Context: an optimization exercise on an open-source flow, tuned for small area. The choices shown serve that exercise and are no tape-out recipe.
Only simulation tests tie the RTL to the original design; equivalence was not proved.
Power figures rest on the tool's default switching activity, not on a simulated workload.

Design ahb_lite_matrix, start of the top module:
module ahb_lite_matrix(
    input             HCLK,
    input             HRESETn,
    input [31:0]      M0_HADDR,
    input [2:0]       M0_HBURST,
    input             M0_HMASTLOCK,
    input [3:0]       M0_HPROT,
    input [2:0]       M0_HSIZE,
    input [1:0]       M0_HTRANS,
    input [31:0]      M0_HWDATA,
    input             M0_HWRITE,
    output            M0_HREADY,
    output reg        M0_HRESP,
    input [1:0]       M0_Pri,
    input [31:0]      M1_HADDR,
    input [2:0]       M1_HBURST,
    input             M1_HMASTLOCK,
    input [3:0]       M1_HPROT,
    input [2:0]       M1_HSIZE,
    input [1:0]       M1_HTRANS,
    input [31:0]      M1_HWDATA,
    input             M1_HWRITE,
    output            M1_HREADY,
    output reg        M1_HRESP,
    input [1:0]       M1_Pri,
    input [31:0]      M2_HADDR,
    input [2:0]       M2_HBURST,
    input             M2_HMASTLOCK,
    input [3:0]       M2_HPROT,
    input [2:0]       M2_HSIZE,
    input [1:0]       M2_HTRANS,
    input [31:0]      M2_HWDATA,
    input             M2_HWRITE,
    output            M2_HREADY,
    output reg        M2_HRESP,
    input [1:0]       M2_Pri,
    input [31:0]      M3_HADDR,
    input [2:0]       M3_HBURST,
    input             M3_HMASTLOCK,
    input [3:0]       M3_HPROT,
    input [2:0]       M3_HSIZE,
    input [1:0]       M3_HTRANS,
    input [31:0]      M3_HWDATA,
    input             M3_HWRITE,
    output            M3_HREADY,
    output reg        M3_HRESP,
    input [1:0]       M3_Pri,
    output  [31:0] HADDR,
    output  [2:0]  HBURST,
    output         HMASTLOCK,
    output  [3:0]  HPROT,
    output  [2:0]  HSIZE,
    output  [1:0]  HTRANS,
    output  [31:0] HWDATA,
    output         HWRITE,
    output           s0_HSEL,
    output           s1_HSEL,
    output           s2_HSEL,
    output           s3_HSEL,
    output           s4_HSEL,
    output           s5_HSEL,
    output           s6_HSEL,
    input [31:0]     s0_HRDATA,
    input            s0_HREADYOUT,
    input            s0_HRESP,
    output           s0_HREADY,
    input [31:0]     s1_HRDATA,
    input            s1_HREADYOUT,
    input            s1_HRESP,
    output           s1_HREADY,
    input [31:0]     s2_HRDATA,
    input            s2_HREADYOUT,
    input            s2_HRESP,
    output           s2_HREADY,
    input [31:0]     s3_HRDATA,
    input            s3_HREADYOUT,
    input            s3_HRESP,
    output           s3_HREADY,
    input [31:0]     s4_HRDATA,
    input            s4_HREADYOUT,
    input            s4_HRESP,
    output           s4_HREADY,
    input [31:0]     s5_HRDATA,
    input            s5_HREADYOUT,
    input            s5_HRESP,
    output           s5_HREADY,
    input [31:0]     s6_HRDATA,
    input            s6_HREADYOUT,
    input            s6_HRESP,
    output           s6_HREADY,
    output [31:0] HRDATA
);
For scale: ~700 cells after synthesis, ~9 flip-flops, ~690 I/O pins, roughly 0.0038 mm^2 of cells after synthesis.
clock: 7.0 ns
lec_check: 0
abc_area: 1
cap_margin: 20
core_area: 5 5 245 245
die_area: 0 0 250 250
slew_margin: 20
standard.sh (not shown) runs the stock make flow with config.mk's settings and CLKGATE_MAP_FILE= SYNTH_SCRIPT=/design/flow/synth_recipe.tcl, a recipe that flattens the netlist after the stock synthesis.
==> flow/flow/run.sh <==
#!/bin/bash
# Standard ORFS layout, with the port buffers made of the smallest buffer
# cell (sky130_fd_sc_hd__buf_1) instead of the resizer's default choice.
set -euo pipefail
bash standard.sh "BUFFER_PORTS_ARGS=-buffer_cell sky130_fd_sc_hd__buf_1" finish > standard_flow.log 2>&1
Edit:
==> flow/run.sh (new file) <==
#!/bin/bash
# synth_recipe.tcl (not shown) runs the flow's synth.tcl, then flattens the netlist and writes it again
# the make line also repeats each setting of config.mk as NAME=value (left out here)
make -C /OpenROAD-flow-scripts/flow DESIGN_CONFIG=/design/flow/config.mk WORK_HOME=/design/flow/orfs CLKGATE_MAP_FILE= SYNTH_SCRIPT=/design/flow/synth_recipe.tcl finish
Settings changed: CTS_BUF_LIST set to sky130_fd_sc_hd__clkbuf_2 sky130_fd_sc_hd__clkbuf_4.
removed: flow/flow/run.sh
removed: flow/standard.sh
Design area came out higher by 58%.
Non-clock buffer count came out higher by 2.
Die area does not change.
Via count came out higher by 2.5%.
Wire length came out higher by 12%.
Worst hold slack gets better by 0.024 ns.
Utilization came out higher by 7.4 points.
Worst setup slack gets worse by 0.64 ns.
Combinational power came out higher by 37%.
Sequential power barely changes.
Total power came out higher by 31%.

[what the ideal ports hide]
Ports are ideal in the flow. The routed layouts listed here were re-timed in OpenROAD.
Step 1 assumes that a clkbuf_16 drives the clock port and a buf_2 every other input.
Step 2 also shifts input and output timing later by t, the mid clock arrival at the registers, as if the neighbouring blocks saw the same clock.
a / b / c = ideal / step 1 / step 2; a / b = the first two.
run | t, ns | slack for setup (ns) | latest minus earliest clock arrival (ns) | worst register clock-pin slew, ns | pins driven straight from the clock port
the first run | 0.289 | 1.527 / 1.457 / 1.457 | 0.014 / 0.014 | 0.05 / 0.05 | 1
the second run | 0.325 | 0.887 / 0.747 / 0.747 | 0.030 / 0.031 | 0.10 / 0.10 | 1
After both steps every run listed still meets setup and hold. For the second run, which loses most, drivers alone change the setup slack by -0.140 ns; drivers and shift together by -0.140 ns.
